Context: an optimization exercise on an open-source flow, tuned for small area. The choices shown serve that exercise and are no tape-out recipe.
The RTL was checked by simulation tests, not by an equivalence proof against the original design.

## the previous run
// cpu
module cpu (
    input  wire        clock,
    input  wire        reset,
    output wire [31:0] address_imem,
    input  wire [31:0] q_imem,
    output wire [31:0] address_dmem,
    output wire [31:0] data,
    output wire        wren,
    input  wire [31:0] q_dmem
);
Size: roughly 5100 cells after synthesis, ~1300 flip-flops, ~160 I/O pins.
==> flow/config.mk <==
export PLATFORM = sky130hd
export DESIGN_NAME = cpu
export DESIGN_NICKNAME = cpu
export VERILOG_FILES = /design/flow/design.v
export SDC_FILE = /design/flow/constraint.sdc
export NUM_CORES = 4
export LEC_CHECK = 0
export CAP_MARGIN = 20
export CORE_MARGIN = 2
export CORE_UTILIZATION = 60
export SLEW_MARGIN = 20
==> flow/constraint.sdc <==
create_clock -name core_clock -period 25.0 [get_ports {clock}]
set_input_delay 5.0000 -clock core_clock [delete_from_list [all_inputs] [get_ports {clock}]]
set_output_delay 5.0000 -clock core_clock [all_outputs]
set_load 0.01 [all_outputs]
standard.sh (not shown) runs the stock make flow with config.mk's settings and CLKGATE_MAP_FILE= SYNTH_SCRIPT=/design/flow/synth_recipe.tcl, a recipe that flattens the netlist after the stock synthesis.
==> flow/flow/run.sh <==
#!/bin/bash
# Own flow: the standard layout (standard.sh, all ORFS steps unchanged),
# except that synthesis maps the combinational logic with an area-oriented
# ABC script (flow/abc_area.script: delay relaxed, area recovery) in place of
# ORFS's delay-oriented abc_speed.script. Flip-flops are mapped before ABC, so
# the registers, their names and cell types are the standard synthesis's.
# Clock tree synthesis runs with ORFS's default arguments plus
# -dont_use_dummy_load, clusters of up to 12 sinks within 80 um and clkbuf_8
# buffers; ports are buffered with buf_1.
# make's full output goes to orfs_make.log; ORFS keeps each tool's log under
# orfs/logs/.
set -euo pipefail
work=$(cd "$(dirname "$0")/.." && pwd)
cd "$work"
rm -rf "$work/scripts_abc"
cp -r "$FLOW_HOME/scripts" "$work/scripts_abc"
cp "$work/flow/abc_area.script" "$work/scripts_abc/abc_speed.script"
bash "$work/standard.sh" SCRIPTS_DIR="$work/scripts_abc" \
  "CTS_ARGS=-sink_clustering_enable -repair_clock_nets -dont_use_dummy_load -sink_clustering_size 12 -sink_clustering_max_diameter 80 -buf_list sky130_fd_sc_hd__clkbuf_8" \
  "BUFFER_PORTS_ARGS=-buffer_cell sky130_fd_sc_hd__buf_1" \
  finish > "$work/orfs_make.log" 2>&1
==> flow/flow/abc_area.script <==
&get -n
&st
&syn2
&dch
&nf -R 1000
&st
&syn2
&dch
&nf -R 1000
&put
The previous run was carried through to the last stage, and its layout satisfied the timing, design-rule and antenna checks.
[inputs] the current run vs the previous run
Settings: CORE_UTILIZATION now 70, was 60.
--- a/flow/flow/run.sh
+++ b/flow/flow/run.sh
@@ -8,2 +8 @@
-# -dont_use_dummy_load, clusters of up to 12 sinks within 80 um and clkbuf_8
-# buffers; ports are buffered with buf_1.
+# -dont_use_dummy_load and clkbuf_4 buffers; ports are buffered with buf_1.
@@ -19 +18 @@
-  "CTS_ARGS=-sink_clustering_enable -repair_clock_nets -dont_use_dummy_load -sink_clustering_size 12 -sink_clustering_max_diameter 80 -buf_list sky130_fd_sc_hd__clkbuf_8" \
+  "CTS_ARGS=-sink_clustering_enable -repair_clock_nets -dont_use_dummy_load -buf_list sky130_fd_sc_hd__clkbuf_4" \
==> comparison <==
Status: the current run FAILED at global routing (5_1_grt) (tool error)
Of the current run and the previous run, the higher standard-cell row count belongs to the previous run.
Looking at worst setup slack before clock tree synthesis across the current run and the previous run, the one that comes out higher is the current run.
Measured against each other, the current run and the previous run differ in half-perimeter wire length after detailed placement, the higher figure coming from the current run.
Going from the previous run to the current run, total setup buffers inserted after CTS comparable, xor and xnor fraction of the mapped netlist area comparable, final estimated routing congestion in global placement comparable.

========
job 101:
cpu, a different RTL version from the one above (not shown whole).
For scale: roughly 5,200 cells after synthesis, about 1,400 flip-flops, roughly 160 I/O pins, about 63,000 um2 of cells after synthesis.
clock: 25.0 ns
lec_check: 0
cap_margin: 20
core_margin: 2
core_utilization: 60
cts_buf_list: sky130_fd_sc_hd__clkbuf_8
slew_margin: 20
==> flow/flow/run.sh <==
#!/bin/bash
# Own flow: the standard layout (standard.sh, all ORFS steps unchanged),
# except that synthesis maps the combinational logic with an area-oriented
# ABC script (flow/abc_area.script: delay relaxed, area recovery) in place of
# ORFS's delay-oriented abc_speed.script. Flip-flops are mapped before ABC, so
# the registers, their names and cell types are the standard synthesis's.
# make's full output goes to orfs_make.log; ORFS keeps each tool's log under
# orfs/logs/.
set -euo pipefail
work=$(cd "$(dirname "$0")/.." && pwd)
cd "$work"
rm -rf "$work/scripts_abc"
cp -r "$FLOW_HOME/scripts" "$work/scripts_abc"
cp "$work/flow/abc_area.script" "$work/scripts_abc/abc_speed.script"
bash "$work/standard.sh" SCRIPTS_DIR="$work/scripts_abc" finish > "$work/orfs_make.log" 2>&1
Scripts as last shown in full above: flow/flow/abc_area.script
[inputs] job 102 vs job 101
# job 101
export LEC_CHECK = 0
export CAP_MARGIN = 20
export CORE_MARGIN = 2
export CORE_UTILIZATION = 60
export CTS_BUF_LIST = sky130_fd_sc_hd__clkbuf_8
export SLEW_MARGIN = 20
create_clock -name core_clock -period 25.0 [get_ports {clock}]
# job 102
export LEC_CHECK = 0
export CAP_MARGIN = 20
export CORE_MARGIN = 2
export CORE_UTILIZATION = 60
export SLEW_MARGIN = 20
create_clock -name core_clock -period 25.0 [get_ports {clock}]
-- flow/flow/run.sh --
<<< job 101, line 7
>>> job 102, line 7
# Clock tree synthesis runs with ORFS's default arguments plus
# -dont_use_dummy_load and clkbuf_4 buffers; ports are buffered with buf_1.
<<< job 101, line 15
bash "$work/standard.sh" SCRIPTS_DIR="$work/scripts_abc" finish > "$work/orfs_make.log" 2>&1
>>> job 102, line 17
bash "$work/standard.sh" SCRIPTS_DIR="$work/scripts_abc" \
  "CTS_ARGS=-sink_clustering_enable -repair_clock_nets -dont_use_dummy_load -buf_list sky130_fd_sc_hd__clkbuf_4" \
  "BUFFER_PORTS_ARGS=-buffer_cell sky130_fd_sc_hd__buf_1" \
  finish > "$work/orfs_make.log" 2>&1
[summary]
- Per the comparison of job 102 with job 101, final cell utilization of the core went down 2.7 points; worst path setup slack after routing went up 160 ps; number of antenna violations at the first check in global routing went up 4.
- Job 102 vs. job 101: average vias per placed instance now sits at about the same level; final standard cell area without fillers lower; area overhead of the layout relative to synthesis dropped 4.5 points.
- Comparing job 102 and job 101, sequential share of layout area is lower on job 101.
- Compare job 102 and job 101 | met3 wire length lower: job 102
